From an optimization exercise on the open Yosys and OpenROAD flow, aimed at small area and a short achievable clock period; shortcuts taken in it are not production practice. Function was checked by simulation only, so behaviour that the tests miss may differ from the original. The clock input has no modelled driver; a real chip could not lean on it and would need a root buffer or a full tree. No activity file was given, so power comes from the tool's default toggle rates.

## posl_top
module posl_top #(parameter W = 128) (A, B, C_in, C_out, S, CLK_50, reset, enable);
input logic [W-1:0] A, B;
input logic C_in;
output logic [W-1:0] S;
output logic C_out;
input logic CLK_50, reset, enable;
logic [W-1:0] R_A, R_B, Q_S;
logic R_C, L, H, Q_C_out;
register #(.W(W)) A_i (.clock(CLK_50), .data_in(A), .data_out(R_A));
register #(.W(W)) B_i (.clock(CLK_50), .data_in(B), .data_out(R_B));
register #(.W(1)) C_i (.clock(CLK_50), .data_in(C_in), .data_out(R_C));
register_clr #(.W(1)) L_i (.clock(CLK_50), .reset(reset), .data_in(enable), .data_out(L));
register_clr #(.W(1)) H_i (.clock(CLK_50), .reset(reset), .data_in(~enable), .data_out(H));
posl_adder_param #(.W(W)) DUT (.A(R_A), .B(R_B), .C_in(R_C), .C_out(Q_C_out), .S(Q_S));
unit_latch #(.W(W+1)) S_o (.clock(CLK_50), .load(L), .hold(H), .data_in({Q_C_out, Q_S}), .data_out({C_out, S}));
endmodule
For scale: about 14,000 um^2 of cells after synthesis.
==> flow/config.mk <==
export PLATFORM = sky130hd
export DESIGN_NAME = posl_top
export DESIGN_NICKNAME = posl_top
export VERILOG_FILES = /design/flow/design.v
export SDC_FILE = /design/flow/constraint.sdc
export NUM_CORES = 4
export LEC_CHECK = 0
export CAP_MARGIN = 20
export CORE_MARGIN = 2
export CORE_UTILIZATION = 40
export SLEW_MARGIN = 20
export SYNTH_HIERARCHICAL = 1
export SYNTH_MINIMUM_KEEP_SIZE = 0
==> flow/constraint.sdc <==
create_clock -name core_clock -period 52.0 [get_ports {CLK_50}]
set_input_delay 10.4000 -clock core_clock [delete_from_list [all_inputs] [get_ports {CLK_50}]]
set_output_delay 10.4000 -clock core_clock [all_outputs]
set_load 0.01 [all_outputs]
standard.sh (not shown) runs the stock make flow with config.mk's settings and CLKGATE_MAP_FILE= SYNTH_SCRIPT=/design/flow/synth_recipe.tcl, a recipe that flattens the netlist after the stock synthesis.
==> flow/flow/run.sh <==
#!/bin/bash
# Layout: the standard flow (standard.sh) to placement, with the port
# buffers made buf_1 cells; then the clock tree from flow/cts.tcl in place of
# ORFS's clock tree synthesis; then the standard flow again from global
# routing to the end.  Each tool's output goes to a log file in this folder.
set -euo pipefail
B="BUFFER_PORTS_ARGS=-buffer_cell sky130_fd_sc_hd__buf_1"
bash standard.sh "$B" place > standard_place.log 2>&1
export RD=orfs/results/$FLOW_PLATFORM/posl_top/base
export CTS_MIDS=4 CTS_LEAVES_PER_MID=2
export CTS_MID_CELL=sky130_fd_sc_hd__clkinv_16 CTS_LEAF_CELL=sky130_fd_sc_hd__clkinv_16
openroad -no_init -exit flow/cts.tcl > cts.log 2>&1
mkdir -p orfs/logs/$FLOW_PLATFORM/posl_top/base
cp cts.log orfs/logs/$FLOW_PLATFORM/posl_top/base/4_1_cts.log
bash standard.sh "$B" finish > standard_finish.log 2>&1
==> flow/flow/cts.tcl <==
# Clock tree for this design, built in place of TritonCTS: the clock port
# drives NMID buffers, each of which drives NLEAF leaf buffers, each of which
# drives one cluster of flip-flops.  The clusters come from splitting the
# placed flip-flops in halves at the median, along the wider side, so every
# flip-flop sees the same two buffer stages.
set platform_dir $::env(FLOW_HOME)/platforms/$::env(FLOW_PLATFORM)
set rd $::env(RD)
set nmid $::env(CTS_MIDS)
set nleaf $::env(CTS_LEAVES_PER_MID)
set mid_cell $::env(CTS_MID_CELL)
set leaf_cell $::env(CTS_LEAF_CELL)

read_liberty $platform_dir/lib/sky130_fd_sc_hd__tt_025C_1v80.lib
read_db $rd/3_place.odb
read_sdc $rd/3_place.sdc
source $platform_dir/setRC.tcl

set db [ord::get_db]
set block [ord::get_db_block]
set clk_net [$block findNet CLK_50]

# the clock pins on the clock net, with their locations
set items {}
foreach it [$clk_net getITerms] {
  set inst [$it getInst]
  lassign [$inst getLocation] x y
  set m [$inst getMaster]
  lappend items [list [expr {$x + [$m getWidth] / 2}] [expr {$y + [$m getHeight] / 2}] $it]
}
puts "clock sinks: [llength $items]"

# split items into n groups of nearly equal size: first along the wider
# side into two parts sized in proportion, then each part recursively
proc bisect {items n} {
  if {$n <= 1} { return [list $items] }
  set xs {}; set ys {}
  foreach i $items { lappend xs [lindex $i 0]; lappend ys [lindex $i 1] }
  set xs [lsort -integer $xs]; set ys [lsort -integer $ys]
  set ax [expr {[lindex $xs end] - [lindex $xs 0] >= [lindex $ys end] - [lindex $ys 0] ? 0 : 1}]
  set s [lsort -integer -index $ax $items]
  set n1 [expr {$n / 2}]
  set h [expr {([llength $s] * $n1 + $n / 2) / $n}]
  return [concat [bisect [lrange $s 0 [expr {$h - 1}]] $n1] \
                 [bisect [lrange $s $h end] [expr {$n - $n1}]]]
}

proc centroid {items} {
  set sx 0; set sy 0
  foreach i $items { set sx [expr {$sx + [lindex $i 0]}]; set sy [expr {$sy + [lindex $i 1]}] }
  set n [llength $items]
  return [list [expr {$sx / $n}] [expr {$sy / $n}]]
}

set n 0
proc add_buffer {name master x y in_net} {
  global block
  set inst [odb::dbInst_create $block $master $name]
  set w [$master getWidth]; set h [$master getHeight]
  $inst setLocation [expr {int($x - $w / 2)}] [expr {int($y - $h / 2)}]
  $inst setPlacementStatus PLACED
  set net [odb::dbNet_create $block ${name}_net]
  $net setSigType CLOCK
  foreach it [$inst getITerms] {
    if {[$it isInputSignal]} { $it connect $in_net }
    if {[$it isOutputSignal]} { $it connect $net }
  }
  return [list $inst $net]
}

set mid_master [$db findMaster $mid_cell]
set leaf_master [$db findMaster $leaf_cell]
set mi 0
foreach mg [bisect $items $nmid] {
  set leaves [bisect $mg $nleaf]
  set lc {}
  foreach lg $leaves { lappend lc [concat [centroid $lg] x] }
  lassign [centroid $lc] mx my
  lassign [add_buffer clkmid_$mi $mid_master $mx $my $clk_net] minst mnet
  set li 0
  foreach lg $leaves {
    lassign [centroid $lg] lx ly
    lassign [add_buffer clkleaf_${mi}_$li $leaf_master $lx $ly $mnet] linst lnet
    foreach i $lg {
      set it [lindex $i 2]
      $it disconnect
      $it connect $lnet
    }
    incr li
  }
  incr mi
}
global_connect

set_propagated_clock [all_clocks]
estimate_parasitics -placement
detailed_placement
check_placement -verbose
estimate_parasitics -placement
report_clock_latency
report_check_types -max_slew -max_capacitance -max_fanout -violators
report_worst_slack -max
report_worst_slack -min

write_db $rd/4_1_cts.odb
write_sdc -no_timestamp $rd/4_cts.sdc
Rerun with:
--- a/flow/flow/run.sh
+++ b/flow/flow/run.sh
@@ -9,5 +9,5 @@
 export RD=orfs/results/$FLOW_PLATFORM/posl_top/base
 export CTS_MIDS=4 CTS_LEAVES_PER_MID=2
-export CTS_MID_CELL=sky130_fd_sc_hd__clkinv_16 CTS_LEAF_CELL=sky130_fd_sc_hd__clkinv_16
+export CTS_MID_CELL=sky130_fd_sc_hd__clkinv_8 CTS_LEAF_CELL=sky130_fd_sc_hd__clkinv_16
 openroad -no_init -exit flow/cts.tcl > cts.log 2>&1
 mkdir -p orfs/logs/$FLOW_PLATFORM/posl_top/base
Effect: The changed run produced a clean layout. Routed wire length hardly moves. Cell area decreases slightly. Total power decreases slightly. Setup slack gets worse by 0.027 ns. First-iteration DRC count shrinks by a few percent. Die area stays the same.
In every run of this note, the design's own scripts or RTL, not TritonCTS, make the clock network.

==> re-timing with driven ports <==
In the flow no input, the clock included, has a driving cell. The finished layouts below were timed again as built, in two steps. Step 1, drivers: a clkbuf_16 drives CLK_50 and a buf_2 each remaining input, both assumed. Step 2 times the ports against the registers' clock, not the clock port: input delays grow and output delays shrink by t, the midpoint of the rising clock arrivals with the driver on. Slacks: no drivers / after step 1 / after step 2; pairs: no drivers / after step 1.
| run | t, ns | slack for setup (ns) | worst hold slack (ns) | worst data-port slew with drivers (ns) | cell pins on the clock port's net |
|---|---|---|---|---|---|
| the first run | 0.400 | 40.828 / 40.599 / 40.939 | 0.476 / 0.476 / 0.476 | 0.08 | 4 |
| the second run | 0.373 | 40.800 / 40.631 / 40.922 | 0.478 / 0.478 / 0.478 | 0.08 | 4 |
After both steps setup and hold are still met in every run listed.
